This is an optimization exercise on Yosys and OpenROAD, whose aim is small area and a short achievable clock period, not a production implementation. Function was checked by simulation only, so behaviour that the tests miss may differ from the original. Power is estimated from default activity; no workload was simulated.

==> design.v <==
`timescale 1ns/1ps
module half_adder(input a,b,output sum,carry);
  assign sum = a ^ b;
  assign carry = a & b;
endmodule
`timescale 1ns/1ps
module full_adder( output sum,carry, input a,b,c);
  wire w1, w2, w3;
  half_adder HA1(.a(a), .b(b), .sum(w1), .carry(w2));
  half_adder HA2(.a(w1), .b(c), .sum(sum), .carry(w3));
  or or1(carry, w2, w3);
endmodule
`timescale 1ns/1ps
module RCA_16bit(output cout, output [15:0] sum, input [15:0] a, b);
    wire [14:0] c;
    full_adder F0(.a(a[0]), .b(b[0]), .c(1'b0), .sum(sum[0]), .carry(c[0]));
    full_adder F1(.a(a[1]), .b(b[1]), .c(c[0]), .sum(sum[1]), .carry(c[1]));
    full_adder F2(.a(a[2]), .b(b[2]), .c(c[1]), .sum(sum[2]), .carry(c[2]));
    full_adder F3(.a(a[3]), .b(b[3]), .c(c[2]), .sum(sum[3]), .carry(c[3]));
    full_adder F4(.a(a[4]), .b(b[4]), .c(c[3]), .sum(sum[4]), .carry(c[4]));
    full_adder F5(.a(a[5]), .b(b[5]), .c(c[4]), .sum(sum[5]), .carry(c[5]));
    full_adder F6(.a(a[6]), .b(b[6]), .c(c[5]), .sum(sum[6]), .carry(c[6]));
    full_adder F7(.a(a[7]), .b(b[7]), .c(c[6]), .sum(sum[7]), .carry(c[7]));
    full_adder F8(.a(a[8]), .b(b[8]), .c(c[7]), .sum(sum[8]), .carry(c[8]));
    full_adder F9(.a(a[9]), .b(b[9]), .c(c[8]), .sum(sum[9]), .carry(c[9]));
    full_adder F10(.a(a[10]), .b(b[10]), .c(c[9]), .sum(sum[10]), .carry(c[10]));
    full_adder F11(.a(a[11]), .b(b[11]), .c(c[10]), .sum(sum[11]), .carry(c[11]));
    full_adder F12(.a(a[12]), .b(b[12]), .c(c[11]), .sum(sum[12]), .carry(c[12]));
    full_adder F13(.a(a[13]), .b(b[13]), .c(c[12]), .sum(sum[13]), .carry(c[13]));
    full_adder F14(.a(a[14]), .b(b[14]), .c(c[13]), .sum(sum[14]), .carry(c[14]));
    full_adder F15(.a(a[15]), .b(b[15]), .c(c[14]), .sum(sum[15]), .carry(cout));
endmodule
`timescale 1ns/1ps
module d_ff(input clk,input [15:0]d,output reg [15:0]q);
  always@(posedge clk)
      q<=d;       
endmodule         
`timescale 1ns / 1ps
module Braun_Multiplier(
    input [7:0] a, b,
    output [15:0] p
);
    wire [15:0] sum_0, sum_1, sum_2, sum_3, sum_4, sum_5, sum_6, sum_7;
    wire [7:0] partial_product[7:0];
    genvar i, j;
    generate
        for (i = 0; i < 8; i = i + 1) begin
            for (j = 0; j < 8; j = j + 1) begin
                assign partial_product[i][j] = a[i] & b[j];   
            end
        end
    endgenerate
    assign sum_0 = {8'b0, partial_product[0]};
    assign sum_1 = {partial_product[1], 1'b0} + sum_0;
    assign sum_2 = {partial_product[2], 2'b0} + sum_1;
    assign sum_3 = {partial_product[3], 3'b0} + sum_2;
    assign sum_4 = {partial_product[4], 4'b0} + sum_3;
    assign sum_5 = {partial_product[5], 5'b0} + sum_4;
    assign sum_6 = {partial_product[6], 6'b0} + sum_5;
    assign sum_7 = {partial_product[7], 7'b0} + sum_6;
    assign p = sum_7;
endmodule
module FIR_Top(input clk, input [7:0] Xin, H0, H1, H2, output reg [15:0] Yout);
  reg [15:0] Q1;
  reg [15:0] Q2;
  wire a1 = ~(Xin[0] & H2[0]);
  wire a2 = ~(Xin[0] & H2[1]);
  wire a3 = ~(Xin[0] & H2[2]);
  wire a4 = ~(Xin[0] & H2[3]);
  wire a5 = ~(Xin[0] & H2[4]);
  wire a6 = ~(Xin[0] & H2[5]);
  wire a7 = ~(Xin[0] & H2[6]);
  wire a8 = ~(Xin[0] & H2[7]);
  wire a9 = ~(Xin[1] & H2[0]);
  wire a10 = ~(Xin[1] & H2[1]);
  wire a11 = ~(Xin[1] & H2[2]);
  wire a12 = ~(Xin[1] & H2[3]);
  wire a13 = ~(Xin[1] & H2[4]);
  wire a14 = ~(Xin[1] & H2[5]);
  wire a15 = ~(Xin[1] & H2[6]);
  wire a16 = ~(Xin[1] & H2[7]);
  wire a17 = ~(Xin[2] & H2[0]);
  wire a18 = ~(Xin[2] & H2[1]);
  wire a19 = ~(Xin[2] & H2[2]);
  wire a20 = ~(Xin[2] & H2[3]);
  wire a21 = ~(Xin[2] & H2[4]);
  wire a22 = ~(Xin[2] & H2[5]);
  wire a23 = ~(Xin[2] & H2[6]);
  wire a24 = ~(Xin[2] & H2[7]);
  wire a25 = ~(Xin[3] & H2[0]);
  wire a26 = ~(Xin[3] & H2[1]);
  wire a27 = ~(Xin[3] & H2[2]);
  wire a28 = ~(Xin[3] & H2[3]);
  wire a29 = ~(Xin[3] & H2[4]);
  wire a30 = ~(Xin[3] & H2[5]);
  wire a31 = ~(Xin[3] & H2[6]);
  wire a32 = ~(Xin[3] & H2[7]);
  wire a33 = ~(Xin[4] & H2[0]);
  wire a34 = ~(Xin[4] & H2[1]);
  wire a35 = ~(Xin[4] & H2[2]);
  wire a36 = ~(Xin[4] & H2[3]);
  wire a37 = ~(Xin[4] & H2[4]);
  wire a38 = ~(Xin[4] & H2[5]);
  wire a39 = ~(Xin[4] & H2[6]);
  wire a40 = ~(Xin[4] & H2[7]);
  wire a41 = ~(Xin[5] & H2[0]);
  wire a42 = ~(Xin[5] & H2[1]);
  wire a43 = ~(Xin[5] & H2[2]);
  wire a44 = ~(Xin[5] & H2[3]);
  wire a45 = ~(Xin[5] & H2[4]);
  wire a46 = ~(Xin[5] & H2[5]);
  wire a47 = ~(Xin[5] & H2[6]);
  wire a48 = ~(Xin[5] & H2[7]);
  wire a49 = ~(Xin[6] & H2[0]);
  wire a50 = ~(Xin[6] & H2[1]);
  wire a51 = ~(Xin[6] & H2[2]);
  wire a52 = ~(Xin[6] & H2[3]);
  wire a53 = ~(Xin[6] & H2[4]);
  wire a54 = ~(Xin[6] & H2[5]);
  wire a55 = ~(Xin[6] & H2[6]);
  wire a56 = ~(Xin[6] & H2[7]);
  wire a57 = ~(Xin[7] & H2[0]);
  wire a58 = ~(Xin[7] & H2[1]);
  wire a59 = ~(Xin[7] & H2[2]);
  wire a60 = ~(Xin[7] & H2[3]);
  wire a61 = ~(Xin[7] & H2[4]);
  wire a62 = ~(Xin[7] & H2[5]);
  wire a63 = ~(Xin[7] & H2[6]);
  wire a64 = ~(Xin[7] & H2[7]);
  wire s65;
  fir_xnor2 u65 (.a(a7), .b(a14), .y(s65));
  wire c66;
  fir_or2 u66 (.a(a7), .b(a14), .y(c66));
  wire s67, c67;
  fir_fa u67 (.a(a8), .b(a15), .c(a22), .s(s67), .co(c67));
  wire s68;
  fir_xnor2 u68 (.a(a29), .b(a36), .y(s68));
  wire c69;
  fir_or2 u69 (.a(a29), .b(a36), .y(c69));
  wire s70, c70;
  fir_fa u70 (.a(a16), .b(a23), .c(a30), .s(s70), .co(c70));
  wire s71;
  fir_xnor2 u71 (.a(a37), .b(a44), .y(s71));
  wire c72;
  fir_or2 u72 (.a(a37), .b(a44), .y(c72));
  wire s73, c73;
  fir_fa u73 (.a(a24), .b(a31), .c(a38), .s(s73), .co(c73));
  wire s74;
  fir_xnor2 u74 (.a(a5), .b(a12), .y(s74));
  wire c75;
  fir_or2 u75 (.a(a5), .b(a12), .y(c75));
  wire s76, c76;
  fir_fa u76 (.a(a6), .b(a13), .c(a20), .s(s76), .co(c76));
  wire s77;
  fir_xnor2 u77 (.a(a27), .b(a34), .y(s77));
  wire c78;
  fir_or2 u78 (.a(a27), .b(a34), .y(c78));
  wire s79, c79;
  fir_fa u79 (.a(a21), .b(a28), .c(a35), .s(s79), .co(c79));
  wire s80, c80;
  fir_fa u80 (.a(a42), .b(a49), .c(s65), .s(s80), .co(c80));
  wire s81, c81;
  fir_fa u81 (.a(a43), .b(a50), .c(a57), .s(s81), .co(c81));
  wire s82, c82;
  fir_fa u82 (.a(c66), .b(s68), .c(s67), .s(s82), .co(c82));
  wire s83, c83;
  fir_fa u83 (.a(a51), .b(a58), .c(c69), .s(s83), .co(c83));
  wire s84, c84;
  fir_fa u84 (.a(s71), .b(c67), .c(s70), .s(s84), .co(c84));
  wire s85, c85;
  fir_fa u85 (.a(a45), .b(a52), .c(a59), .s(s85), .co(c85));
  wire s86, c86;
  fir_fa u86 (.a(c72), .b(c70), .c(s73), .s(s86), .co(c86));
  wire s87, c87;
  fir_fa u87 (.a(a32), .b(a39), .c(a46), .s(s87), .co(c87));
  wire s88, c88;
  fir_fa u88 (.a(a53), .b(a60), .c(c73), .s(s88), .co(c88));
  wire s89, c89;
  fir_fa u89 (.a(a40), .b(a47), .c(a54), .s(s89), .co(c89));
  wire s90;
  fir_xnor2 u90 (.a(a4), .b(a11), .y(s90));
  wire c91;
  fir_or2 u91 (.a(a4), .b(a11), .y(c91));
  wire s92, c92;
  fir_fa u92 (.a(a19), .b(a26), .c(a33), .s(s92), .co(c92));
  wire s93, c93;
  fir_fa u93 (.a(a41), .b(c75), .c(s77), .s(s93), .co(c93));
  wire s94, c94;
  fir_fa u94 (.a(c78), .b(c76), .c(s79), .s(s94), .co(c94));
  wire s95, c95;
  fir_fa u95 (.a(c79), .b(s81), .c(c80), .s(s95), .co(c95));
  wire s96, c96;
  fir_fa u96 (.a(c81), .b(s83), .c(c82), .s(s96), .co(c96));
  wire s97, c97;
  fir_fa u97 (.a(s85), .b(c83), .c(c84), .s(s97), .co(c97));
  wire s98, c98;
  fir_fa u98 (.a(c85), .b(s87), .c(c86), .s(s98), .co(c98));
  wire s99, c99;
  fir_fa u99 (.a(a61), .b(c87), .c(s89), .s(s99), .co(c99));
  wire s100, c100;
  fir_fa u100 (.a(a48), .b(a55), .c(a62), .s(s100), .co(c100));
  wire s101;
  fir_xnor2 u101 (.a(a3), .b(a10), .y(s101));
  wire c102;
  fir_or2 u102 (.a(a3), .b(a10), .y(c102));
  wire s103, c103;
  fir_fa u103 (.a(a18), .b(a25), .c(s90), .s(s103), .co(c103));
  wire s104, c104;
  fir_fa u104 (.a(c91), .b(s74), .c(s92), .s(s104), .co(c104));
  wire s105, c105;
  fir_fa u105 (.a(c92), .b(s76), .c(s93), .s(s105), .co(c105));
  wire s106, c106;
  fir_fa u106 (.a(c93), .b(s80), .c(s94), .s(s106), .co(c106));
  wire s107, c107;
  fir_fa u107 (.a(c94), .b(s82), .c(s95), .s(s107), .co(c107));
  wire s108, c108;
  fir_fa u108 (.a(s84), .b(c95), .c(s96), .s(s108), .co(c108));
  wire s109, c109;
  fir_fa u109 (.a(s86), .b(c96), .c(s97), .s(s109), .co(c109));
  wire s110, c110;
  fir_fa u110 (.a(s88), .b(c97), .c(s98), .s(s110), .co(c110));
  wire s111, c111;
  fir_fa u111 (.a(c88), .b(s99), .c(c98), .s(s111), .co(c111));
  wire s112, c112;
  fir_fa u112 (.a(c89), .b(s100), .c(c99), .s(s112), .co(c112));
  wire s113, c113;
  fir_fa u113 (.a(a56), .b(a63), .c(c100), .s(s113), .co(c113));
  wire s114;
  fir_xnor2 u114 (.a(a2), .b(a9), .y(s114));
  wire c115;
  fir_or2 u115 (.a(a2), .b(a9), .y(c115));
  wire s116, c116;
  fir_fa u116 (.a(s101), .b(a17), .c(c115), .s(s116), .co(c116));
  wire s117, c117;
  fir_fa u117 (.a(c102), .b(s103), .c(c116), .s(s117), .co(c117));
  wire s118, c118;
  fir_fa u118 (.a(c103), .b(s104), .c(c117), .s(s118), .co(c118));
  wire s119, c119;
  fir_fa u119 (.a(c104), .b(s105), .c(c118), .s(s119), .co(c119));
  wire p120;
  fir_xor2 u120 (.a(c105), .b(s106), .y(p120));
  wire g121;
  fir_nor2 u121 (.a(c105), .b(s106), .y(g121));
  wire p122;
  fir_xor2 u122 (.a(c106), .b(s107), .y(p122));
  wire g123;
  fir_nor2 u123 (.a(c106), .b(s107), .y(g123));
  wire p124;
  fir_xor2 u124 (.a(c107), .b(s108), .y(p124));
  wire g125;
  fir_nor2 u125 (.a(c107), .b(s108), .y(g125));
  wire p126;
  fir_xor2 u126 (.a(c108), .b(s109), .y(p126));
  wire g127;
  fir_nor2 u127 (.a(c108), .b(s109), .y(g127));
  wire p128;
  fir_xor2 u128 (.a(c109), .b(s110), .y(p128));
  wire g129;
  fir_nor2 u129 (.a(c109), .b(s110), .y(g129));
  wire p130;
  fir_xor2 u130 (.a(c110), .b(s111), .y(p130));
  wire g131;
  fir_nor2 u131 (.a(c110), .b(s111), .y(g131));
  wire p132;
  fir_xor2 u132 (.a(c111), .b(s112), .y(p132));
  wire g133;
  fir_nor2 u133 (.a(c111), .b(s112), .y(g133));
  wire p134;
  fir_xor2 u134 (.a(c112), .b(s113), .y(p134));
  wire g135;
  fir_nor2 u135 (.a(c112), .b(s113), .y(g135));
  wire p136;
  fir_xor2 u136 (.a(c113), .b(a64), .y(p136));
  wire g137;
  fir_nor2 u137 (.a(c113), .b(a64), .y(g137));
  wire G138 = g121 | (p120 & ~c119);
  wire P139 = p120 & 1'b0;
  wire G140 = g125 | (p124 & g123);
  wire P141 = p124 & p122;
  wire G142 = g129 | (p128 & g127);
  wire P143 = p128 & p126;
  wire G144 = g133 | (p132 & g131);
  wire P145 = p132 & p130;
  wire G146 = g137 | (p136 & g135);
  wire P147 = p136 & p134;
  wire G148 = g123 | (p122 & G138);
  wire P149 = p122 & P139;
  wire G150 = G140 | (P141 & G138);
  wire P151 = P141 & P139;
  wire G152 = g131 | (p130 & G142);
  wire P153 = p130 & P143;
  wire G154 = G144 | (P145 & G142);
  wire P155 = P145 & P143;
  wire G156 = 1'b0 | (1'b0 & G146);
  wire P157 = 1'b0 & P147;
  wire G158 = g127 | (p126 & G150);
  wire P159 = p126 & P151;
  wire G160 = G142 | (P143 & G150);
  wire P161 = P143 & P151;
  wire G162 = G152 | (P153 & G150);
  wire P163 = P153 & P151;
  wire G164 = G154 | (P155 & G150);
  wire P165 = P155 & P151;
  wire G166 = g135 | (p134 & G164);
  wire P167 = p134 & P165;
  wire G168 = G146 | (P147 & G164);
  wire P169 = P147 & P165;
  wire G170 = G156 | (P157 & G164);
  wire P171 = P157 & P165;
  wire y172 = ~(1'b0);
  wire y173;
  fir_xnor2 u173 (.a(p120), .b(~c119), .y(y173));
  wire y174;
  fir_xnor2 u174 (.a(p122), .b(G138), .y(y174));
  wire y175;
  fir_xnor2 u175 (.a(p124), .b(G148), .y(y175));
  wire y176;
  fir_xnor2 u176 (.a(p126), .b(G150), .y(y176));
  wire y177;
  fir_xnor2 u177 (.a(p128), .b(G158), .y(y177));
  wire y178;
  fir_xnor2 u178 (.a(p130), .b(G160), .y(y178));
  wire y179;
  fir_xnor2 u179 (.a(p132), .b(G162), .y(y179));
  wire y180;
  fir_xnor2 u180 (.a(p134), .b(G164), .y(y180));
  wire y181;
  fir_xnor2 u181 (.a(p136), .b(G166), .y(y181));
  wire y182;
  fir_xnor2 u182 (.a(1'b0), .b(G168), .y(y182));
  wire a183 = ~(Xin[0] & H1[0]);
  wire a184 = ~(Xin[0] & H1[1]);
  wire a185 = ~(Xin[0] & H1[2]);
  wire a186 = ~(Xin[0] & H1[3]);
  wire a187 = ~(Xin[0] & H1[4]);
  wire a188 = ~(Xin[0] & H1[5]);
  wire a189 = ~(Xin[0] & H1[6]);
  wire a190 = ~(Xin[0] & H1[7]);
  wire a191 = ~(Xin[1] & H1[0]);
  wire a192 = ~(Xin[1] & H1[1]);
  wire a193 = ~(Xin[1] & H1[2]);
  wire a194 = ~(Xin[1] & H1[3]);
  wire a195 = ~(Xin[1] & H1[4]);
  wire a196 = ~(Xin[1] & H1[5]);
  wire a197 = ~(Xin[1] & H1[6]);
  wire a198 = ~(Xin[1] & H1[7]);
  wire a199 = ~(Xin[2] & H1[0]);
  wire a200 = ~(Xin[2] & H1[1]);
  wire a201 = ~(Xin[2] & H1[2]);
  wire a202 = ~(Xin[2] & H1[3]);
  wire a203 = ~(Xin[2] & H1[4]);
  wire a204 = ~(Xin[2] & H1[5]);
  wire a205 = ~(Xin[2] & H1[6]);
  wire a206 = ~(Xin[2] & H1[7]);
  wire a207 = ~(Xin[3] & H1[0]);
  wire a208 = ~(Xin[3] & H1[1]);
  wire a209 = ~(Xin[3] & H1[2]);
  wire a210 = ~(Xin[3] & H1[3]);
  wire a211 = ~(Xin[3] & H1[4]);
  wire a212 = ~(Xin[3] & H1[5]);
  wire a213 = ~(Xin[3] & H1[6]);
  wire a214 = ~(Xin[3] & H1[7]);
  wire a215 = ~(Xin[4] & H1[0]);
  wire a216 = ~(Xin[4] & H1[1]);
  wire a217 = ~(Xin[4] & H1[2]);
  wire a218 = ~(Xin[4] & H1[3]);
  wire a219 = ~(Xin[4] & H1[4]);
  wire a220 = ~(Xin[4] & H1[5]);
  wire a221 = ~(Xin[4] & H1[6]);
  wire a222 = ~(Xin[4] & H1[7]);
  wire a223 = ~(Xin[5] & H1[0]);
  wire a224 = ~(Xin[5] & H1[1]);
  wire a225 = ~(Xin[5] & H1[2]);
  wire a226 = ~(Xin[5] & H1[3]);
  wire a227 = ~(Xin[5] & H1[4]);
  wire a228 = ~(Xin[5] & H1[5]);
  wire a229 = ~(Xin[5] & H1[6]);
  wire a230 = ~(Xin[5] & H1[7]);
  wire a231 = ~(Xin[6] & H1[0]);
  wire a232 = ~(Xin[6] & H1[1]);
  wire a233 = ~(Xin[6] & H1[2]);
  wire a234 = ~(Xin[6] & H1[3]);
  wire a235 = ~(Xin[6] & H1[4]);
  wire a236 = ~(Xin[6] & H1[5]);
  wire a237 = ~(Xin[6] & H1[6]);
  wire a238 = ~(Xin[6] & H1[7]);
  wire a239 = ~(Xin[7] & H1[0]);
  wire a240 = ~(Xin[7] & H1[1]);
  wire a241 = ~(Xin[7] & H1[2]);
  wire a242 = ~(Xin[7] & H1[3]);
  wire a243 = ~(Xin[7] & H1[4]);
  wire a244 = ~(Xin[7] & H1[5]);
  wire a245 = ~(Xin[7] & H1[6]);
  wire a246 = ~(Xin[7] & H1[7]);
  wire s247;
  fir_xnor2 u247 (.a(Q1[5]), .b(a188), .y(s247));
  wire c248;
  fir_or2 u248 (.a(Q1[5]), .b(a188), .y(c248));
  wire s249, c249;
  fir_fa u249 (.a(Q1[6]), .b(a189), .c(a196), .s(s249), .co(c249));
  wire s250;
  fir_xnor2 u250 (.a(a203), .b(a210), .y(s250));
  wire c251;
  fir_or2 u251 (.a(a203), .b(a210), .y(c251));
  wire s252, c252;
  fir_fa u252 (.a(Q1[7]), .b(a190), .c(a197), .s(s252), .co(c252));
  wire s253, c253;
  fir_fa u253 (.a(a204), .b(a211), .c(a218), .s(s253), .co(c253));
  wire s254;
  fir_xnor2 u254 (.a(a225), .b(a232), .y(s254));
  wire c255;
  fir_or2 u255 (.a(a225), .b(a232), .y(c255));
  wire s256, c256;
  fir_fa u256 (.a(Q1[8]), .b(a198), .c(a205), .s(s256), .co(c256));
  wire s257, c257;
  fir_fa u257 (.a(a212), .b(a219), .c(a226), .s(s257), .co(c257));
  wire s258;
  fir_xnor2 u258 (.a(a233), .b(a240), .y(s258));
  wire c259;
  fir_or2 u259 (.a(a233), .b(a240), .y(c259));
  wire s260, c260;
  fir_fa u260 (.a(Q1[9]), .b(a206), .c(a213), .s(s260), .co(c260));
  wire s261, c261;
  fir_fa u261 (.a(a220), .b(a227), .c(a234), .s(s261), .co(c261));
  wire s262, c262;
  fir_fa u262 (.a(Q1[10]), .b(a214), .c(a221), .s(s262), .co(c262));
  wire s263;
  fir_xnor2 u263 (.a(Q1[3]), .b(a186), .y(s263));
  wire c264;
  fir_or2 u264 (.a(Q1[3]), .b(a186), .y(c264));
  wire s265, c265;
  fir_fa u265 (.a(Q1[4]), .b(a187), .c(a194), .s(s265), .co(c265));
  wire s266;
  fir_xnor2 u266 (.a(a201), .b(a208), .y(s266));
  wire c267;
  fir_or2 u267 (.a(a201), .b(a208), .y(c267));
  wire s268, c268;
  fir_fa u268 (.a(a195), .b(a202), .c(a209), .s(s268), .co(c268));
  wire s269, c269;
  fir_fa u269 (.a(a216), .b(a223), .c(s247), .s(s269), .co(c269));
  wire s270, c270;
  fir_fa u270 (.a(a217), .b(a224), .c(a231), .s(s270), .co(c270));
  wire s271, c271;
  fir_fa u271 (.a(c248), .b(s250), .c(s249), .s(s271), .co(c271));
  wire s272, c272;
  fir_fa u272 (.a(a239), .b(c251), .c(s254), .s(s272), .co(c272));
  wire s273, c273;
  fir_fa u273 (.a(c249), .b(s252), .c(s253), .s(s273), .co(c273));
  wire s274, c274;
  fir_fa u274 (.a(c255), .b(s258), .c(c252), .s(s274), .co(c274));
  wire s275, c275;
  fir_fa u275 (.a(c253), .b(s256), .c(s257), .s(s275), .co(c275));
  wire s276, c276;
  fir_fa u276 (.a(a241), .b(c259), .c(c256), .s(s276), .co(c276));
  wire s277, c277;
  fir_fa u277 (.a(c257), .b(s260), .c(s261), .s(s277), .co(c277));
  wire s278, c278;
  fir_fa u278 (.a(a228), .b(a235), .c(a242), .s(s278), .co(c278));
  wire s279, c279;
  fir_fa u279 (.a(c260), .b(c261), .c(s262), .s(s279), .co(c279));
  wire s280, c280;
  fir_fa u280 (.a(Q1[11]), .b(a222), .c(a229), .s(s280), .co(c280));
  wire s281, c281;
  fir_fa u281 (.a(a236), .b(a243), .c(c262), .s(s281), .co(c281));
  wire s282, c282;
  fir_fa u282 (.a(Q1[12]), .b(a230), .c(a237), .s(s282), .co(c282));
  wire s283;
  fir_xnor2 u283 (.a(Q1[2]), .b(a185), .y(s283));
  wire c284;
  fir_or2 u284 (.a(Q1[2]), .b(a185), .y(c284));
  wire s285, c285;
  fir_fa u285 (.a(a193), .b(a200), .c(a207), .s(s285), .co(c285));
  wire s286, c286;
  fir_fa u286 (.a(a215), .b(c264), .c(s266), .s(s286), .co(c286));
  wire s287, c287;
  fir_fa u287 (.a(c267), .b(c265), .c(s268), .s(s287), .co(c287));
  wire s288, c288;
  fir_fa u288 (.a(c268), .b(s270), .c(c269), .s(s288), .co(c288));
  wire s289, c289;
  fir_fa u289 (.a(c270), .b(s272), .c(c271), .s(s289), .co(c289));
  wire s290, c290;
  fir_fa u290 (.a(c272), .b(c273), .c(s274), .s(s290), .co(c290));
  wire s291, c291;
  fir_fa u291 (.a(c274), .b(c275), .c(s276), .s(s291), .co(c291));
  wire s292, c292;
  fir_fa u292 (.a(s278), .b(c276), .c(c277), .s(s292), .co(c292));
  wire s293, c293;
  fir_fa u293 (.a(c278), .b(s280), .c(c279), .s(s293), .co(c293));
  wire s294, c294;
  fir_fa u294 (.a(a244), .b(c280), .c(s282), .s(s294), .co(c294));
  wire s295, c295;
  fir_fa u295 (.a(Q1[13]), .b(a238), .c(a245), .s(s295), .co(c295));
  wire s296;
  fir_xnor2 u296 (.a(Q1[1]), .b(a184), .y(s296));
  wire c297;
  fir_or2 u297 (.a(Q1[1]), .b(a184), .y(c297));
  wire s298, c298;
  fir_fa u298 (.a(a192), .b(a199), .c(s283), .s(s298), .co(c298));
  wire s299, c299;
  fir_fa u299 (.a(c284), .b(s263), .c(s285), .s(s299), .co(c299));
  wire s300, c300;
  fir_fa u300 (.a(c285), .b(s265), .c(s286), .s(s300), .co(c300));
  wire s301, c301;
  fir_fa u301 (.a(c286), .b(s269), .c(s287), .s(s301), .co(c301));
  wire s302, c302;
  fir_fa u302 (.a(c287), .b(s271), .c(s288), .s(s302), .co(c302));
  wire s303, c303;
  fir_fa u303 (.a(s273), .b(c288), .c(s289), .s(s303), .co(c303));
  wire s304, c304;
  fir_fa u304 (.a(s275), .b(c289), .c(s290), .s(s304), .co(c304));
  wire s305, c305;
  fir_fa u305 (.a(s277), .b(c290), .c(s291), .s(s305), .co(c305));
  wire s306, c306;
  fir_fa u306 (.a(s279), .b(c291), .c(s292), .s(s306), .co(c306));
  wire s307, c307;
  fir_fa u307 (.a(s281), .b(c292), .c(s293), .s(s307), .co(c307));
  wire s308, c308;
  fir_fa u308 (.a(c281), .b(s294), .c(c293), .s(s308), .co(c308));
  wire s309, c309;
  fir_fa u309 (.a(c282), .b(s295), .c(c294), .s(s309), .co(c309));
  wire s310, c310;
  fir_fa u310 (.a(Q1[14]), .b(a246), .c(c295), .s(s310), .co(c310));
  wire s311;
  fir_xnor2 u311 (.a(Q1[0]), .b(a183), .y(s311));
  wire c312;
  fir_or2 u312 (.a(Q1[0]), .b(a183), .y(c312));
  wire s313, c313;
  fir_fa u313 (.a(s296), .b(a191), .c(c312), .s(s313), .co(c313));
  wire s314, c314;
  fir_fa u314 (.a(c297), .b(s298), .c(c313), .s(s314), .co(c314));
  wire s315, c315;
  fir_fa u315 (.a(c298), .b(s299), .c(c314), .s(s315), .co(c315));
  wire s316, c316;
  fir_fa u316 (.a(c299), .b(s300), .c(c315), .s(s316), .co(c316));
  wire s317, c317;
  fir_fa u317 (.a(c300), .b(s301), .c(c316), .s(s317), .co(c317));
  wire p318;
  fir_xor2 u318 (.a(c301), .b(s302), .y(p318));
  wire g319;
  fir_nor2 u319 (.a(c301), .b(s302), .y(g319));
  wire p320;
  fir_xor2 u320 (.a(c302), .b(s303), .y(p320));
  wire g321;
  fir_nor2 u321 (.a(c302), .b(s303), .y(g321));
  wire p322;
  fir_xor2 u322 (.a(c303), .b(s304), .y(p322));
  wire g323;
  fir_nor2 u323 (.a(c303), .b(s304), .y(g323));
  wire p324;
  fir_xor2 u324 (.a(c304), .b(s305), .y(p324));
  wire g325;
  fir_nor2 u325 (.a(c304), .b(s305), .y(g325));
  wire p326;
  fir_xor2 u326 (.a(c305), .b(s306), .y(p326));
  wire g327;
  fir_nor2 u327 (.a(c305), .b(s306), .y(g327));
  wire p328;
  fir_xor2 u328 (.a(c306), .b(s307), .y(p328));
  wire g329;
  fir_nor2 u329 (.a(c306), .b(s307), .y(g329));
  wire p330;
  fir_xor2 u330 (.a(c307), .b(s308), .y(p330));
  wire g331;
  fir_nor2 u331 (.a(c307), .b(s308), .y(g331));
  wire p332;
  fir_xor2 u332 (.a(c308), .b(s309), .y(p332));
  wire g333;
  fir_nor2 u333 (.a(c308), .b(s309), .y(g333));
  wire p334;
  fir_xor2 u334 (.a(c309), .b(s310), .y(p334));
  wire g335;
  fir_nor2 u335 (.a(c309), .b(s310), .y(g335));
  wire p336;
  fir_xor2 u336 (.a(c310), .b(Q1[15]), .y(p336));
  wire g337;
  fir_nor2 u337 (.a(c310), .b(Q1[15]), .y(g337));
  wire G338 = g319 | (p318 & ~c317);
  wire P339 = p318 & 1'b0;
  wire G340 = g323 | (p322 & g321);
  wire P341 = p322 & p320;
  wire G342 = g327 | (p326 & g325);
  wire P343 = p326 & p324;
  wire G344 = g331 | (p330 & g329);
  wire P345 = p330 & p328;
  wire G346 = g335 | (p334 & g333);
  wire P347 = p334 & p332;
  wire G348 = g321 | (p320 & G338);
  wire P349 = p320 & P339;
  wire G350 = G340 | (P341 & G338);
  wire P351 = P341 & P339;
  wire G352 = g329 | (p328 & G342);
  wire P353 = p328 & P343;
  wire G354 = G344 | (P345 & G342);
  wire P355 = P345 & P343;
  wire G356 = g337 | (p336 & G346);
  wire P357 = p336 & P347;
  wire G358 = g325 | (p324 & G350);
  wire P359 = p324 & P351;
  wire G360 = G342 | (P343 & G350);
  wire P361 = P343 & P351;
  wire G362 = G352 | (P353 & G350);
  wire P363 = P353 & P351;
  wire G364 = G354 | (P355 & G350);
  wire P365 = P355 & P351;
  wire G366 = g333 | (p332 & G364);
  wire P367 = p332 & P365;
  wire G368 = G346 | (P347 & G364);
  wire P369 = P347 & P365;
  wire G370 = G356 | (P357 & G364);
  wire P371 = P357 & P365;
  wire y372 = ~(1'b0);
  wire y373;
  fir_xnor2 u373 (.a(p318), .b(~c317), .y(y373));
  wire y374;
  fir_xnor2 u374 (.a(p320), .b(G338), .y(y374));
  wire y375;
  fir_xnor2 u375 (.a(p322), .b(G348), .y(y375));
  wire y376;
  fir_xnor2 u376 (.a(p324), .b(G350), .y(y376));
  wire y377;
  fir_xnor2 u377 (.a(p326), .b(G358), .y(y377));
  wire y378;
  fir_xnor2 u378 (.a(p328), .b(G360), .y(y378));
  wire y379;
  fir_xnor2 u379 (.a(p330), .b(G362), .y(y379));
  wire y380;
  fir_xnor2 u380 (.a(p332), .b(G364), .y(y380));
  wire y381;
  fir_xnor2 u381 (.a(p334), .b(G366), .y(y381));
  wire y382;
  fir_xnor2 u382 (.a(p336), .b(G368), .y(y382));
  wire a383 = ~(Xin[0] & H0[0]);
  wire a384 = ~(Xin[0] & H0[1]);
  wire a385 = ~(Xin[0] & H0[2]);
  wire a386 = ~(Xin[0] & H0[3]);
  wire a387 = ~(Xin[0] & H0[4]);
  wire a388 = ~(Xin[0] & H0[5]);
  wire a389 = ~(Xin[0] & H0[6]);
  wire a390 = ~(Xin[0] & H0[7]);
  wire a391 = ~(Xin[1] & H0[0]);
  wire a392 = ~(Xin[1] & H0[1]);
  wire a393 = ~(Xin[1] & H0[2]);
  wire a394 = ~(Xin[1] & H0[3]);
  wire a395 = ~(Xin[1] & H0[4]);
  wire a396 = ~(Xin[1] & H0[5]);
  wire a397 = ~(Xin[1] & H0[6]);
  wire a398 = ~(Xin[1] & H0[7]);
  wire a399 = ~(Xin[2] & H0[0]);
  wire a400 = ~(Xin[2] & H0[1]);
  wire a401 = ~(Xin[2] & H0[2]);
  wire a402 = ~(Xin[2] & H0[3]);
  wire a403 = ~(Xin[2] & H0[4]);
  wire a404 = ~(Xin[2] & H0[5]);
  wire a405 = ~(Xin[2] & H0[6]);
  wire a406 = ~(Xin[2] & H0[7]);
  wire a407 = ~(Xin[3] & H0[0]);
  wire a408 = ~(Xin[3] & H0[1]);
  wire a409 = ~(Xin[3] & H0[2]);
  wire a410 = ~(Xin[3] & H0[3]);
  wire a411 = ~(Xin[3] & H0[4]);
  wire a412 = ~(Xin[3] & H0[5]);
  wire a413 = ~(Xin[3] & H0[6]);
  wire a414 = ~(Xin[3] & H0[7]);
  wire a415 = ~(Xin[4] & H0[0]);
  wire a416 = ~(Xin[4] & H0[1]);
  wire a417 = ~(Xin[4] & H0[2]);
  wire a418 = ~(Xin[4] & H0[3]);
  wire a419 = ~(Xin[4] & H0[4]);
  wire a420 = ~(Xin[4] & H0[5]);
  wire a421 = ~(Xin[4] & H0[6]);
  wire a422 = ~(Xin[4] & H0[7]);
  wire a423 = ~(Xin[5] & H0[0]);
  wire a424 = ~(Xin[5] & H0[1]);
  wire a425 = ~(Xin[5] & H0[2]);
  wire a426 = ~(Xin[5] & H0[3]);
  wire a427 = ~(Xin[5] & H0[4]);
  wire a428 = ~(Xin[5] & H0[5]);
  wire a429 = ~(Xin[5] & H0[6]);
  wire a430 = ~(Xin[5] & H0[7]);
  wire a431 = ~(Xin[6] & H0[0]);
  wire a432 = ~(Xin[6] & H0[1]);
  wire a433 = ~(Xin[6] & H0[2]);
  wire a434 = ~(Xin[6] & H0[3]);
  wire a435 = ~(Xin[6] & H0[4]);
  wire a436 = ~(Xin[6] & H0[5]);
  wire a437 = ~(Xin[6] & H0[6]);
  wire a438 = ~(Xin[6] & H0[7]);
  wire a439 = ~(Xin[7] & H0[0]);
  wire a440 = ~(Xin[7] & H0[1]);
  wire a441 = ~(Xin[7] & H0[2]);
  wire a442 = ~(Xin[7] & H0[3]);
  wire a443 = ~(Xin[7] & H0[4]);
  wire a444 = ~(Xin[7] & H0[5]);
  wire a445 = ~(Xin[7] & H0[6]);
  wire a446 = ~(Xin[7] & H0[7]);
  wire s447;
  fir_xnor2 u447 (.a(Q2[5]), .b(a388), .y(s447));
  wire c448;
  fir_or2 u448 (.a(Q2[5]), .b(a388), .y(c448));
  wire s449, c449;
  fir_fa u449 (.a(Q2[6]), .b(a389), .c(a396), .s(s449), .co(c449));
  wire s450;
  fir_xnor2 u450 (.a(a403), .b(a410), .y(s450));
  wire c451;
  fir_or2 u451 (.a(a403), .b(a410), .y(c451));
  wire s452, c452;
  fir_fa u452 (.a(Q2[7]), .b(a390), .c(a397), .s(s452), .co(c452));
  wire s453, c453;
  fir_fa u453 (.a(a404), .b(a411), .c(a418), .s(s453), .co(c453));
  wire s454;
  fir_xnor2 u454 (.a(a425), .b(a432), .y(s454));
  wire c455;
  fir_or2 u455 (.a(a425), .b(a432), .y(c455));
  wire s456, c456;
  fir_fa u456 (.a(Q2[8]), .b(a398), .c(a405), .s(s456), .co(c456));
  wire s457, c457;
  fir_fa u457 (.a(a412), .b(a419), .c(a426), .s(s457), .co(c457));
  wire s458;
  fir_xnor2 u458 (.a(a433), .b(a440), .y(s458));
  wire c459;
  fir_or2 u459 (.a(a433), .b(a440), .y(c459));
  wire s460, c460;
  fir_fa u460 (.a(Q2[9]), .b(a406), .c(a413), .s(s460), .co(c460));
  wire s461, c461;
  fir_fa u461 (.a(a420), .b(a427), .c(a434), .s(s461), .co(c461));
  wire s462, c462;
  fir_fa u462 (.a(Q2[10]), .b(a414), .c(a421), .s(s462), .co(c462));
  wire s463;
  fir_xnor2 u463 (.a(Q2[3]), .b(a386), .y(s463));
  wire c464;
  fir_or2 u464 (.a(Q2[3]), .b(a386), .y(c464));
  wire s465, c465;
  fir_fa u465 (.a(Q2[4]), .b(a387), .c(a394), .s(s465), .co(c465));
  wire s466;
  fir_xnor2 u466 (.a(a401), .b(a408), .y(s466));
  wire c467;
  fir_or2 u467 (.a(a401), .b(a408), .y(c467));
  wire s468, c468;
  fir_fa u468 (.a(a395), .b(a402), .c(a409), .s(s468), .co(c468));
  wire s469, c469;
  fir_fa u469 (.a(a416), .b(a423), .c(s447), .s(s469), .co(c469));
  wire s470, c470;
  fir_fa u470 (.a(a417), .b(a424), .c(a431), .s(s470), .co(c470));
  wire s471, c471;
  fir_fa u471 (.a(c448), .b(s450), .c(s449), .s(s471), .co(c471));
  wire s472, c472;
  fir_fa u472 (.a(a439), .b(c451), .c(s454), .s(s472), .co(c472));
  wire s473, c473;
  fir_fa u473 (.a(c449), .b(s452), .c(s453), .s(s473), .co(c473));
  wire s474, c474;
  fir_fa u474 (.a(c455), .b(s458), .c(c452), .s(s474), .co(c474));
  wire s475, c475;
  fir_fa u475 (.a(c453), .b(s456), .c(s457), .s(s475), .co(c475));
  wire s476, c476;
  fir_fa u476 (.a(a441), .b(c459), .c(c456), .s(s476), .co(c476));
  wire s477, c477;
  fir_fa u477 (.a(c457), .b(s460), .c(s461), .s(s477), .co(c477));
  wire s478, c478;
  fir_fa u478 (.a(a428), .b(a435), .c(a442), .s(s478), .co(c478));
  wire s479, c479;
  fir_fa u479 (.a(c460), .b(c461), .c(s462), .s(s479), .co(c479));
  wire s480, c480;
  fir_fa u480 (.a(Q2[11]), .b(a422), .c(a429), .s(s480), .co(c480));
  wire s481, c481;
  fir_fa u481 (.a(a436), .b(a443), .c(c462), .s(s481), .co(c481));
  wire s482, c482;
  fir_fa u482 (.a(Q2[12]), .b(a430), .c(a437), .s(s482), .co(c482));
  wire s483;
  fir_xnor2 u483 (.a(Q2[2]), .b(a385), .y(s483));
  wire c484;
  fir_or2 u484 (.a(Q2[2]), .b(a385), .y(c484));
  wire s485, c485;
  fir_fa u485 (.a(a393), .b(a400), .c(a407), .s(s485), .co(c485));
  wire s486, c486;
  fir_fa u486 (.a(a415), .b(c464), .c(s466), .s(s486), .co(c486));
  wire s487, c487;
  fir_fa u487 (.a(c467), .b(c465), .c(s468), .s(s487), .co(c487));
  wire s488, c488;
  fir_fa u488 (.a(c468), .b(s470), .c(c469), .s(s488), .co(c488));
  wire s489, c489;
  fir_fa u489 (.a(c470), .b(s472), .c(c471), .s(s489), .co(c489));
  wire s490, c490;
  fir_fa u490 (.a(c472), .b(c473), .c(s474), .s(s490), .co(c490));
  wire s491, c491;
  fir_fa u491 (.a(c474), .b(c475), .c(s476), .s(s491), .co(c491));
  wire s492, c492;
  fir_fa u492 (.a(s478), .b(c476), .c(c477), .s(s492), .co(c492));
  wire s493, c493;
  fir_fa u493 (.a(c478), .b(s480), .c(c479), .s(s493), .co(c493));
  wire s494, c494;
  fir_fa u494 (.a(a444), .b(c480), .c(s482), .s(s494), .co(c494));
  wire s495, c495;
  fir_fa u495 (.a(Q2[13]), .b(a438), .c(a445), .s(s495), .co(c495));
  wire s496;
  fir_xnor2 u496 (.a(Q2[1]), .b(a384), .y(s496));
  wire c497;
  fir_or2 u497 (.a(Q2[1]), .b(a384), .y(c497));
  wire s498, c498;
  fir_fa u498 (.a(a392), .b(a399), .c(s483), .s(s498), .co(c498));
  wire s499, c499;
  fir_fa u499 (.a(c484), .b(s463), .c(s485), .s(s499), .co(c499));
  wire s500, c500;
  fir_fa u500 (.a(c485), .b(s465), .c(s486), .s(s500), .co(c500));
  wire s501, c501;
  fir_fa u501 (.a(c486), .b(s469), .c(s487), .s(s501), .co(c501));
  wire s502, c502;
  fir_fa u502 (.a(c487), .b(s471), .c(s488), .s(s502), .co(c502));
  wire s503, c503;
  fir_fa u503 (.a(s473), .b(c488), .c(s489), .s(s503), .co(c503));
  wire s504, c504;
  fir_fa u504 (.a(s475), .b(c489), .c(s490), .s(s504), .co(c504));
  wire s505, c505;
  fir_fa u505 (.a(s477), .b(c490), .c(s491), .s(s505), .co(c505));
  wire s506, c506;
  fir_fa u506 (.a(s479), .b(c491), .c(s492), .s(s506), .co(c506));
  wire s507, c507;
  fir_fa u507 (.a(s481), .b(c492), .c(s493), .s(s507), .co(c507));
  wire s508, c508;
  fir_fa u508 (.a(c481), .b(s494), .c(c493), .s(s508), .co(c508));
  wire s509, c509;
  fir_fa u509 (.a(c482), .b(s495), .c(c494), .s(s509), .co(c509));
  wire s510, c510;
  fir_fa u510 (.a(Q2[14]), .b(a446), .c(c495), .s(s510), .co(c510));
  wire s511;
  fir_xnor2 u511 (.a(Q2[0]), .b(a383), .y(s511));
  wire c512;
  fir_or2 u512 (.a(Q2[0]), .b(a383), .y(c512));
  wire y513 = ~s511;
  wire s514, c514;
  fir_fa u514 (.a(s496), .b(a391), .c(c512), .s(s514), .co(c514));
  wire y515 = ~s514;
  wire s516, c516;
  fir_fa u516 (.a(c497), .b(s498), .c(c514), .s(s516), .co(c516));
  wire y517 = ~s516;
  wire s518, c518;
  fir_fa u518 (.a(c498), .b(s499), .c(c516), .s(s518), .co(c518));
  wire y519 = ~s518;
  wire s520, c520;
  fir_fa u520 (.a(c499), .b(s500), .c(c518), .s(s520), .co(c520));
  wire y521 = ~s520;
  wire s522, c522;
  fir_fa u522 (.a(c500), .b(s501), .c(c520), .s(s522), .co(c522));
  wire y523 = ~s522;
  wire p524;
  fir_xor2 u524 (.a(c501), .b(s502), .y(p524));
  wire g525;
  fir_nor2 u525 (.a(c501), .b(s502), .y(g525));
  wire p526;
  fir_xor2 u526 (.a(c502), .b(s503), .y(p526));
  wire g527;
  fir_nor2 u527 (.a(c502), .b(s503), .y(g527));
  wire p528;
  fir_xor2 u528 (.a(c503), .b(s504), .y(p528));
  wire g529;
  fir_nor2 u529 (.a(c503), .b(s504), .y(g529));
  wire p530;
  fir_xor2 u530 (.a(c504), .b(s505), .y(p530));
  wire g531;
  fir_nor2 u531 (.a(c504), .b(s505), .y(g531));
  wire p532;
  fir_xor2 u532 (.a(c505), .b(s506), .y(p532));
  wire g533;
  fir_nor2 u533 (.a(c505), .b(s506), .y(g533));
  wire p534;
  fir_xor2 u534 (.a(c506), .b(s507), .y(p534));
  wire g535;
  fir_nor2 u535 (.a(c506), .b(s507), .y(g535));
  wire p536;
  fir_xor2 u536 (.a(c507), .b(s508), .y(p536));
  wire g537;
  fir_nor2 u537 (.a(c507), .b(s508), .y(g537));
  wire p538;
  fir_xor2 u538 (.a(c508), .b(s509), .y(p538));
  wire g539;
  fir_nor2 u539 (.a(c508), .b(s509), .y(g539));
  wire p540;
  fir_xor2 u540 (.a(c509), .b(s510), .y(p540));
  wire g541;
  fir_nor2 u541 (.a(c509), .b(s510), .y(g541));
  wire p542;
  fir_xor2 u542 (.a(c510), .b(Q2[15]), .y(p542));
  wire g543;
  fir_nor2 u543 (.a(c510), .b(Q2[15]), .y(g543));
  wire G544 = g525 | (p524 & ~c522);
  wire P545 = p524 & 1'b0;
  wire G546 = g529 | (p528 & g527);
  wire P547 = p528 & p526;
  wire G548 = g533 | (p532 & g531);
  wire P549 = p532 & p530;
  wire G550 = g537 | (p536 & g535);
  wire P551 = p536 & p534;
  wire G552 = g541 | (p540 & g539);
  wire P553 = p540 & p538;
  wire G554 = g527 | (p526 & G544);
  wire P555 = p526 & P545;
  wire G556 = G546 | (P547 & G544);
  wire P557 = P547 & P545;
  wire G558 = g535 | (p534 & G548);
  wire P559 = p534 & P549;
  wire G560 = G550 | (P551 & G548);
  wire P561 = P551 & P549;
  wire G562 = g543 | (p542 & G552);
  wire P563 = p542 & P553;
  wire G564 = g531 | (p530 & G556);
  wire P565 = p530 & P557;
  wire G566 = G548 | (P549 & G556);
  wire P567 = P549 & P557;
  wire G568 = G558 | (P559 & G556);
  wire P569 = P559 & P557;
  wire G570 = G560 | (P561 & G556);
  wire P571 = P561 & P557;
  wire G572 = g539 | (p538 & G570);
  wire P573 = p538 & P571;
  wire G574 = G552 | (P553 & G570);
  wire P575 = P553 & P571;
  wire G576 = G562 | (P563 & G570);
  wire P577 = P563 & P571;
  wire y578 = (1'b0);
  wire y579;
  fir_xor2 u579 (.a(p524), .b(~c522), .y(y579));
  wire y580;
  fir_xor2 u580 (.a(p526), .b(G544), .y(y580));
  wire y581;
  fir_xor2 u581 (.a(p528), .b(G554), .y(y581));
  wire y582;
  fir_xor2 u582 (.a(p530), .b(G556), .y(y582));
  wire y583;
  fir_xor2 u583 (.a(p532), .b(G564), .y(y583));
  wire y584;
  fir_xor2 u584 (.a(p534), .b(G566), .y(y584));
  wire y585;
  fir_xor2 u585 (.a(p536), .b(G568), .y(y585));
  wire y586;
  fir_xor2 u586 (.a(p538), .b(G570), .y(y586));
  wire y587;
  fir_xor2 u587 (.a(p540), .b(G572), .y(y587));
  wire y588;
  fir_xor2 u588 (.a(p542), .b(G574), .y(y588));
  always @(posedge clk) begin
    Q1 <= {y182, y181, y180, y179, y178, y177, y176, y175, y174, y173, s119, s118, s117, s116, s114, a1};
    Q2 <= {y382, y381, y380, y379, y378, y377, y376, y375, y374, y373, s317, s316, s315, s314, s313, s311};
    Yout <= {y588, y587, y586, y585, y584, y583, y582, y581, y580, y579, y523, y521, y519, y517, y515, y513};
  end
endmodule
module fir_fa(input a, b, c, output s, co);
  assign s = a ^ b ^ c;
  assign co = (a & b) | (a & c) | (b & c);
endmodule
module fir_nor2(input a, b, output y);
  assign y = ~(a | b);
endmodule
module fir_or2(input a, b, output y);
  assign y = a | b;
endmodule
module fir_xnor2(input a, b, output y);
  assign y = ~(a ^ b);
endmodule
module fir_xor2(input a, b, output y);
  assign y = a ^ b;
endmodule
==> flow/run.sh <==
#!/bin/bash
# Own flow: the standard layout (standard.sh, unchanged synthesis and steps),
# with the port buffers that global placement inserts made as the smallest
# plain buffer instead of the default; repair then upsizes them where timing needs it.
set -euo pipefail
export BUFFER_PORTS_ARGS="-buffer_cell sky130_fd_sc_hd__buf_1"
bash standard.sh > standard_make.log 2>&1
==> standard.sh <==
#!/bin/bash
# synth_recipe.tcl (not shown) runs the flow's synth.tcl, then flattens the netlist and writes it again
# the make line also repeats each setting of config.mk as NAME=value (left out here)
make -C /OpenROAD-flow-scripts/flow DESIGN_CONFIG=/design/flow/config.mk WORK_HOME=/design/flow/orfs CLKGATE_MAP_FILE= SYNTH_SCRIPT=/design/flow/synth_recipe.tcl "${@:-finish}"
==> config.mk <==
export PLATFORM = sky130hd
export DESIGN_NAME = FIR_Top
export DESIGN_NICKNAME = FIR_Top
export VERILOG_FILES = /design/flow/design.v
export SDC_FILE = /design/flow/constraint.sdc
export NUM_CORES = 4
export LEC_CHECK = 0
export CAP_MARGIN = 20
export CORE_MARGIN = 2
export CORE_UTILIZATION = 60
export PLACE_DENSITY = 0.7
export SETUP_SLACK_MARGIN = 4.2
export SLEW_MARGIN = 20
export SYNTH_HIERARCHICAL = 1
export SYNTH_MINIMUM_KEEP_SIZE = 0
export TNS_END_PERCENT = 0
==> constraint.sdc <==
create_clock -name core_clock -period 9.5 [get_ports {clk}]
set_input_delay 1.9000 -clock core_clock [delete_from_list [all_inputs] [get_ports {clk}]]
set_output_delay 1.9000 -clock core_clock [all_outputs]
set_load 0.01 [all_outputs]
==> results of run 1 <==
power by group through the flow:
stage,Sequential [mW],Combinational [mW],Clock (mW)
floorplan,0.404,1.60,0
global placement,0.395,1.86,0
detailed placement,0.395,1.94,0
CTS,0.391,1.95,0.140
global route,0.401,2.23,0.150
finish,0.389,1.95,0.136
placed cells by master (no fill, tap or decap), types with 6 or more instances in the layout:
master	instances
nand2_1	198
fa_1	145
dfxtp_1	48
xnor2_1	46
buf_1	44
nor2_1	39
xor2_1	36
or2_1	32
a21oi_1	18
inv_1	9
a21o_1	6
o21ai_2	6
nand2b_1	6
nor3_1	6
clkbuf_8	6
buf_4	6
kinds of logic (layout without fill, tap and decap cells):
family / count (synthesis) / in the layout
AND/OR/NAND/NOR: 290 / 290
other: 1 / 1
XOR/XNOR: 85 / 85
flip-flops: 48 / 48
buffers and inverters: 49 / 70
adder cells (fa/ha/maj): 145 / 145
AO/OA/AOI/OAI: 42 / 42
modules after synthesis (local to each module, per instance):
| module | cell area, sq um | cells | flops+latches |
|---|---|---|---|
| fir_or2 | 6.26 | 1 | 0 |
| fir_fa | 20.0 | 1 | 0 |
| fir_nor2 | 3.75 | 1 | 0 |
| fir_xnor2 | 8.76 | 1 | 0 |
| fir_xor2 | 8.76 | 1 | 0 |
| FIR_Top | 2390 | 377 | 48 |
per-stage QoR:
stage	setup WS (ns)	instances
after detailed placement	3.30	809
after floorplan	4.35	660
after global placement	3.46	809
final	4.25	817
after global routing	4.11	817
after CTS	4.22	817
sequential cells by signal, indices dropped and copies added, names as in the netlist:
register	flops
Q1	16
Q2	16
Yout	16
critical path: cells and delay by family:
kind / cells / cell delay, ns
AOI/OAI and AO/OA: 3 / 0.55
and+or+nand+nor: 2 / 0.34
xor gates and xnor gates: 1 / 0.16
adders and majority gates: 5 / 2.18
buffers and inverters: 2 / 0.35
cell type report:
type | count | area (sq um) | share of cell area, %
tap | 136 | 170 | 2.56
sequential | 48 | 961 | 14.4
timing repair buffer | 53 | 234 | 3.52
clock buffer | 6 | 82.6 | 1.24
clock inverter | 2 | 15.0 | 0.226
multi-input combinational | 563 | 5160 | 77.5
inverter | 9 | 33.8 | 0.508
routing by layer:
metal | vias up | routed length (um) | track usage [%]
li1 | 2031 | - | -
met1 | 2241 | 5170 | 33.3
met2 | 105 | 6220 | 43.6
met3 | 12 | 589 | 3.07
met4 | 0 | 115 | 5.19
met5 | - | 0 | 0
timing repair:
| action | CTS | global route |
|---|---|---|
| setup buffers | 0 | 0 |
| setup endpoints to repair | 25 | 13 |
| gates resized for setup | 11 | 5 |
worst paths after layout:
| check | to | slack (ns) | cells past startpoint |
|---|---|---|---|
| worst min-delay path | Q2[0] | 0.45 | 1 |
| worst max register to register | Q2[14] | 5.94 | 11 |
| worst max-delay path | Q2[14] | 4.25 | 13 |
| worst min register to register | Q2[0] | 0.45 | 1 |
==> impl_results.md, run 1 <==
- Status: timing/DRC/antenna clean
- H-tree depth: 2
- I/O pin count: 49
- Hpwl dp: 9680 um
- XOR/XNOR Fraction of Synth Area: 11.8%
- Cell variety after synth: 24
- Net Count, Synth: 838
- Total power: 2.47 mW
- Wire per inst: 14.8 um
- Comb pwr share: 78.8%
- Switching pwr: 1.18 mW
- Critical Path End Type: flip-flop
- Sw Share: 47.6%
- Insertion delay to the later sink of the worst-skew pair: 0.32 ns
- Fillers: 857
- Post-synthesis sequential area ratio: 15.3%
- DP Area: 0.00652 sq mm
- Crit path cell chain: buf_1 > buf_4 > nand2_1 > fa_1 > fa_1 > fa_1 > fa_1 > fa_1 > nor2b_1 > o211a_1 > o21ai_2 > a21boi_1 > xnor2_1
- Root Buffer: clkbuf_8
- RR Startpoint: Q1[2]
- Ys flop type: dfxtp_1
- Async set or reset register ratio after synthesis: 0%
- Routed vias: 4,389
- Largest net degree at the start of global routing: 25
- Synth warn: 7
- Final Wtd Congestion: 0.826
- Synthesized flop and latch total: 48
- # clock sinks: 48
- # hold bufs at CTS: 0
- Cell leakage power: 2.43 nW
- Cts bufs inserted: 5
- Worst Hold Margin: 0.445 ns
- Max clock buf depth: 2
- Post-Route Setup TNS: 0 ns
- First-pass iteration count of the detailed router: 4
- Reg clk slew, reported paths: 0.10 ns
- Crit path largest cell delay: 0.55 ns
- Worst Path Required: 9.74 ns
- Crit Path Class: input pin to flip-flop
- Final hold vios: 0
- Synth Instances: 660
- Net count, final: 858
- Critical Path Source: Xin[2]
- Type of origin of the critical path: input pin
- Simple-Gate Fraction of Synth Area: 19.3%
- Crit path DAT: 5.49 ns
- HP Class: flip-flop to flip-flop
- Crit-path max FO: 24
- Hold Crit Start: Q1[0]
- Layout cell share with drive strength beyond 1: 4.26%
- GRT Total Usage: 24.8%
- Mux cell area share after synthesis: 0%
- Design Area, Final: 0.00665 sq mm
- Power density over the cells: 372 mW/mm^2
- Flop pwr share: 15.7%
- Antenna cells: 0
- Area leader, netlist: fa_1
- Fmax: 0.191 GHz
- Final core occ: 64.7%
- Main combinational cell family by area after synthesis: adder cells
- Starting Density: 61.3%
- Die H: 106 um
- Global-route wire length before repair: 22,500 um
- Mapped Area: 0.00630 sq mm
- Skew final: 0.0124 ns
- Clock share of power: 5.5%
- Aggregate global routing overflow: 0
- ANT nets after route: 0
- Synth-to-Final Area Change: 5.64%
- Wirelength, routed: 12,100 um
- Minimum clock period: 5.25 ns
- P_int: 1.30 mW
- Core ar.: 0.0103 sq mm
- Final Slew Violations: 0
- Vias in the first global route: 5,020
- Top-area cell type share of the netlist area: 46.1%
- DRC violations left: 0
- RSZ-0062 raised after global routing: yes
- Initial antenna violation count: 0
- Die Area: 0.0113 sq mm
- Tcrit/Tclk final: 55.2%
- CTS tree: yes
- Most frequent CP cell: fa_1
- Endpoints failing setup: 0
- Most frequent cell after synthesis: nand2_1
- Synth Area in Adders: 46.1%
- Top post-synthesis cells by area: fa_1, dfxtp_1, nand2_1, xnor2_1, xor2_1
- Most frequent cells after synthesis: nand2_1, fa_1, dfxtp_1
- 1st-iter DRT viols: 208
- VDD IR-drop max: 0.426 mV
- Syn avg cell area: 9.54 sq um
- Number of max-cap violations: 0
- Port-buffer cells: 48
- DIE WIDTH: 106 um
- Post-synthesis compound-gate area fraction: 4.29%
- Rows: 37
- Critical-path top delay cell: fa_1
- Vias per std cell: 5.37
- EDFF count, synth: 0
==> run 2, diff against run 1 <==
--- a/config.mk
+++ b/config.mk
@@ -8,7 +8,6 @@
 export CAP_MARGIN = 20
 export CORE_MARGIN = 2
 export CORE_UTILIZATION = 60
-export PLACE_DENSITY = 0.7
 export SETUP_SLACK_MARGIN = 4.2
 export SLEW_MARGIN = 20
 export SYNTH_HIERARCHICAL = 1
==> impl_results.md, run 2 <==
- Async set or reset register ratio after synthesis: 0%
- Total power: 2.57 mW
- DP Area: 0.00653 sq mm
- Antenna cells: 0
- Post-Route Setup TNS: 0 ns
- Worst slack, placed: 3.88 ns
- Top-area cell type share of the netlist area: 46.1%
- Crit path DAT: 5.38 ns
- Layout cell share with drive strength beyond 1: 7.30%
- H-tree depth: 2
- Largest net degree at the start of global routing: 25
- Initial antenna violation count: 0
- Top post-synthesis cells by area: fa_1, dfxtp_1, nand2_1, xnor2_1, xor2_1
- Net count, final: 862
- Synth warn: 7
- Top Family by Delay on Critical Path: adder cells
- Hpwl dp: 9610 um
- ANT nets after route: 0
- VDD IR-drop max: 0.397 mV
- DRC violations left: 0
- Die H: 106 um
- Wirelength, routed: 12,400 um
- Worst R2R Setup Slack: 6.03 ns
- Die Area: 0.0113 sq mm
- Fin cells: 821
- Fmax: 0.194 GHz
- # clock sinks: 48
- FF/Latch Area: 961 sq um
- Wire per inst: 15.1 um
- Final Slew Violations: 0
- Crit Path Class: input pin to flip-flop
- Port-buffer cells: 48
- Vias in the first global route: 4,672
- EDFF count, synth: 0
- Critical Path End Type: flip-flop
- Minimum clock period: 5.15 ns
- Endpoints failing setup: 0
- Worst Path Required: 9.73 ns
- Crit path cell chain: buf_1 > nand2_1 > or2_1 > fa_1 > fa_1 > fa_1 > fa_1 > fa_1 > nor2b_2 > o211a_1 > o21ai_2 > a21oi_2 > xnor2_1
- Aggregate global routing overflow: 0
- Design Area, Final: 0.00678 sq mm
- DIE WIDTH: 106 um
- Critical-path top delay cell: fa_1
- Most common cell after layout, fill and taps aside: nand2_1
- Routed vias: 4,431
- Area of the multi-input gates: 0.00519 sq mm
- Post-synthesis sequential area ratio: 15.3%
- Syn avg cell area: 9.54 sq um
- Skew final: 0.00839 ns
- Mapped Area: 0.00630 sq mm
- Fillers: 908
- Synthesized flop and latch total: 48
- I/O pin count: 49
- Tcrit/Tclk final: 54.2%
- Reg clk slew, reported paths: 0.09 ns
- Most frequent cells after synthesis: nand2_1, fa_1, dfxtp_1
- Ys flop type: dfxtp_1
- Worst Setup Slack, final: 4.35 ns
- HP Class: flip-flop to flip-flop
- Worst Path Buf+Inv: 1
- Area leader, netlist: fa_1
- Root Buffer: clkbuf_8
- GRT Total Usage: 24.4%
- Cell variety after synth: 24
- Core ar.: 0.0103 sq mm
- Synth Instances: 660
- Vias per std cell: 5.40
- Type of origin of the critical path: input pin
- Power density over the cells: 379 mW/mm^2
- Number of max-cap violations: 0
- Top Registers: Q1 x16, Q2 x16, Yout x16
- Placed Cells: 811
- Net Count, Synth: 838
- Global-route wire length before repair: 21,900 um
- Most frequent cells in the layout: nand2_1, fa_1, dfxtp_1
- Most frequent CP cell: fa_1
- Crit-path max FO: 8
- Final hold vios: 0
- Crit path largest cell delay: 0.41 ns
- Rows: 37
- Cts bufs inserted: 5
- CTS tree: yes
- RSZ-0062 raised after global routing: yes
- Max clock buf depth: 2
- Insertion delay to the later sink of the worst-skew pair: 0.30 ns
- Most frequent cell after synthesis: nand2_1
- Cell leakage power: 2.51 nW
- 1st-iter DRT viols: 232
- First-pass iteration count of the detailed router: 5
- Starting Density: 61.3%
- Final Wtd Congestion: 0.814
- Synth-to-Final Area Change: 7.57%
- Status: timing/DRC/antenna clean
-- run 2: changes by cell type in the layout (fill, tap and decap cells not counted), moves of 3 or more --
| cell | previous run | this run |
|---|---|---|
| a21oi_1 | 18 | 15 |
| a21oi_2 | 0 | 3 |
| buf_1 | 44 | 34 |
| buf_4 | 6 | 3 |
| clkbuf_2 | 0 | 13 |
-- run 2: timing repair --
item                                    CTS  global route
cloned                                    0             1
endpoints found under the setup margin    3            15
buffers inserted                          0             1
hold buffers                              0             0
gates resized for setup                   1            32
pin swaps                                 0             5
-- run 2: layout make-up --
class	instances	share of cell area [%]
multi-input combinational	563	76.5
sequential	48	14.2
timing repair buffer	57	4.67
tap	136	2.51
clock buffer	6	1.07
clock inverter	2	0.517
inverter	9	0.499
-- run 2: per-module statistics from Yosys, one instance, submodules excluded --
module / area [sq um] / cells inside
FIR_Top: 2390 / 377
fir_fa: 20.0 / 1
fir_xnor2: 8.76 / 1
fir_xor2: 8.76 / 1
fir_or2: 6.26 / 1
fir_nor2: 3.75 / 1
-- run 2: logic make-up after synthesis --
logic type | Yosys count | share of synthesized area (%)
simple gates | 290 | 19.3
fa+ha+maj | 145 | 46.1
xor+xnor | 85 | 11.8
buf+inv | 49 | 3.22
flops | 48 | 15.3
compound gates | 42 | 4.29
other cells | 1 | 0.0595
-- run 2: path summary, 6_finish.rpt --
path             to  cells after the start   from
max reg2reg  Q2[11]                     11  Q1[2]
max          Q2[11]                     13  H1[0]
min           Q2[0]                      1  Q1[0]
min reg2reg   Q2[0]                      1  Q1[0]
-- run 2: per-layer routing --
metal / routed length, um / up-vias / track usage (%)
li1: - / 2047 / -
met1: 5500 / 2281 / 34.2
met2: 6270 / 94 / 42.2
met3: 509 / 9 / 2.88
met4: 113 / 0 / 3.62
met5: 0 / - / 0
-- run 2: worst reg2reg max path, stage by stage (launching register included) --
cell and delay (ns):
dfxtp_1 0.35, xnor2_1 0.20, fa_1 0.47, fa_1 0.44, fa_1 0.40, fa_1 0.38
fa_1 0.41, nor2b_2 0.14, o211a_1 0.24, o21ai_2 0.11, a21oi_2 0.17, xnor2_1 0.12
-- run 2: where the power goes --
group | internal, mW | leakage (nW) | switching, mW | total (mW)
Combinational | 0.938 | 2.05 | 1.09 | 2.03
Clock | 0.0783 | 0.0552 | 0.0706 | 0.149
Sequential | 0.342 | 0.405 | 0.0470 | 0.389
-- run 2: metrics by stage --
| step | hold slack, ns | util (%) |
|---|---|---|
| floorplan | 0.418 | - |
| global placement | 0.431 | 63.6 |
| detailed placement | 0.428 | 63.6 |
| finish | 0.438 | 65.9 |
| CTS | 0.441 | 64.7 |
| global route | 0.474 | 65.9 |
==> run 3, diff against run 2 <==
--- a/config.mk
+++ b/config.mk
@@ -8,6 +8,7 @@
 export CAP_MARGIN = 20
 export CORE_MARGIN = 2
 export CORE_UTILIZATION = 60
+export PLACE_DENSITY = 0.8
 export SETUP_SLACK_MARGIN = 4.2
 export SLEW_MARGIN = 20
 export SYNTH_HIERARCHICAL = 1
==> impl_results.md, run 3 <==
- Die Area: 0.0113 sq mm
- CTS tree: yes
- Cts bufs inserted: 5
- Async set or reset register ratio after synthesis: 0%
- XOR/XNOR Fraction of Synth Area: 11.8%
- Met3 Usage GRT: 3.68%
- Most frequent cell after synthesis: nand2_1
- Wirelength, routed: 12,500 um
- DIE WIDTH: 106 um
- Fillers: 838
- Reg-to-reg critical path endpoint: Yout[11]
- Post-CTS Setup Bufs: 0
- Post-synthesis sequential area ratio: 15.3%
- Design Area, Final: 0.00665 sq mm
- Most frequent CP cell: fa_1
- 1st-iter DRT viols: 274
- Mux cell area share after synthesis: 0%
- H-tree depth: 2
- Critical-path top delay cell: fa_1
- Max clock buf depth: 2
- Wire per inst: 15.3 um
- Post-Route Setup TNS: 0 ns
- Most common cell after layout, fill and taps aside: nand2_1
- Most frequent cells in the layout: nand2_1, fa_1, dfxtp_1
- Hpwl dp: 10,000 um
- I/O pin count: 49
- Hold depth: 1
- Rows: 37
- EDFF count, synth: 0
- Power density over the cells: 374 mW/mm^2
- Vias in the first global route: 4,937
- Aggregate global routing overflow: 0
- Crit path cell chain: buf_1 > buf_8 > nand2_1 > fa_1 > fa_1 > fa_1 > fa_1 > fa_1 > nor2b_1 > o211a_1 > o21ai_2 > a21oi_1 > xor2_1
- Initial antenna violation count: 0
- Synth Area in Adders: 46.1%
- Synth-to-Final Area Change: 5.58%
- Worst Path Required: 9.74 ns
- Hold Crit Start: Q1[0]
- Tcrit/Tclk final: 54.3%
- Syn avg cell area: 9.54 sq um
- Crit path largest cell delay: 0.57 ns
- Global-route wire length before repair: 22,400 um
- Final Wtd Congestion: 0.816
- Antenna cells: 0
- Type of origin of the critical path: input pin
- Final hold vios: 0
- Top post-synthesis cells by area: fa_1, dfxtp_1, nand2_1, xnor2_1, xor2_1
- DP Area: 0.00651 sq mm
- Cell leakage power: 2.45 nW
- Synth Instances: 660
- GRT busiest layer: met2
- RR Startpoint: Q2[2]
- First-pass iteration count of the detailed router: 5
- Routed vias: 4,461
- Status: timing/DRC/antenna clean
- Ys flop type: dfxtp_1
- Number of max-cap violations: 0
- Insertion delay to the later sink of the worst-skew pair: 0.30 ns
- Synthesized flop and latch total: 48
- Fmax: 0.194 GHz
- Top Family by Delay on Critical Path: adder cells
- Vias per std cell: 5.47
- Simple-Gate Fraction of Synth Area: 19.3%
- Post-synthesis compound-gate area fraction: 4.29%
- Worst R2R Setup Slack: 6.03 ns
- Port-buffer cells: 48
- DRC violations left: 0
- ANT nets after route: 0
- Crit path DAT: 5.39 ns
- Critical Path End Type: flip-flop
- Core ar.: 0.0103 sq mm
- Reg2Reg Depth: 11
- Met2 usage: 44.9%
- GR Util met1: 31.6%
- Top-area cell type share of the netlist area: 46.1%
- Starting Density: 61.3%
- Final Slew Violations: 0
- Hold Path End: Q2[0]
- GRT Total Usage: 24.9%
- Mapped Area: 0.00630 sq mm
- Main combinational cell family by area after synthesis: adder cells
- Net Count, Synth: 838
- Skew final: 0.00993 ns
- Worst Path Buf+Inv: 2
- Minimum clock period: 5.16 ns
- Largest net degree at the start of global routing: 25
- VDD IR-drop max: 0.407 mV
- Root Buffer: clkbuf_8
- Synth warn: 7
- HP Class: flip-flop to flip-flop
- Area leader, netlist: fa_1
- Die H: 106 um
- Reg clk slew, reported paths: 0.09 ns
- Endpoints failing setup: 0
- Most frequent cells after synthesis: nand2_1, fa_1, dfxtp_1
- RSZ-0062 raised after global routing: yes
- Cell variety after synth: 24
- Crit Path Class: input pin to flip-flop
- # clock sinks: 48
- Layout cell share with drive strength beyond 1: 5.00%
- Net count, final: 857
- Crit-path max FO: 24
- Top Registers: Q1 x16, Q2 x16, Yout x16
==> run 3: cell type report <==
cell class	instances	area [sq um]	area share [%]
multi-input cells	563	5140	77.4
flip-flops and latches	48	961	14.4
repair buffers	52	246	3.71
well taps	136	170	2.56
clock buffers	7	86.3	1.30
inverters	9	33.8	0.508
clock inverters	1	7.51	0.113
==> run 3: routing by layer <==
metal	vias up	part of all wire, %
li1	2028	-
met1	2257	40
met5	-	0
met4	0	1.6
met2	157	53
met3	19	5.7
==> run 3: what timing repair did <==
item | in CTS | in global routing
hold buffers | 0 | 0
endpoints found under the hold margin | 0 | 0
endpoints found under the setup margin | 25 | 16
resized for setup | 13 | 17
cloned | 0 | 0
==> run 3: metrics by stage <==
stage	worst slack [ns]	hold slack [ns]	util (%)	total power, mW	instances
global route	4.18	0.479	64.7	2.78	816
floorplan	4.35	0.418	-	2.00	660
finish	4.34	0.458	64.7	2.49	816
CTS	4.19	0.466	64.3	2.49	816
detailed placement	3.29	0.451	63.4	2.35	808
global placement	3.48	0.430	63.3	2.25	808
==> run 3: worst max path at each step <==
stage,start,end,cells after the start
after floorplan,H0[2],Yout[12],13
after global placement,Xin[0],Yout[12],13
after detailed placement,Xin[0],Yout[11],13
after CTS,Xin[2],Q2[11],12
after global routing,Xin[5],Yout[14],13
final,Xin[1],Yout[11],13
==> run 3: cells by family after synthesis <==
group / count (synthesis)
AOI/OAI and AO/OA: 42
adders and majority gates: 145
xor gates and xnor gates: 85
buffers and inverters: 49
DFF: 48
and+or+nand+nor: 290
other: 1
==> run 3: per-module statistics from Yosys (local to each module, per instance) <==
module | flip-flops and latches | copies in the design | cells inside
FIR_Top | 48 | 1 | 377
fir_fa | 0 | 145 | 1
fir_nor2 | 0 | 27 | 1
fir_or2 | 0 | 26 | 1
fir_xnor2 | 0 | 46 | 1
fir_xor2 | 0 | 39 | 1
==> run 3: power breakdown <==
group,internal [mW],switching (mW)
clock,0.0593,0.0714
sequential,0.342,0.0472
combinational,0.899,1.07
total,1.30,1.19

Check on run 3: ideal ports give 4.345 ns setup slack; a clkbuf_16 on the clock port and buf_2 on the inputs give 4.355 ns; moving port delays by the midpoint clock arrival (0.331 ns) as well gives 4.024 ns.
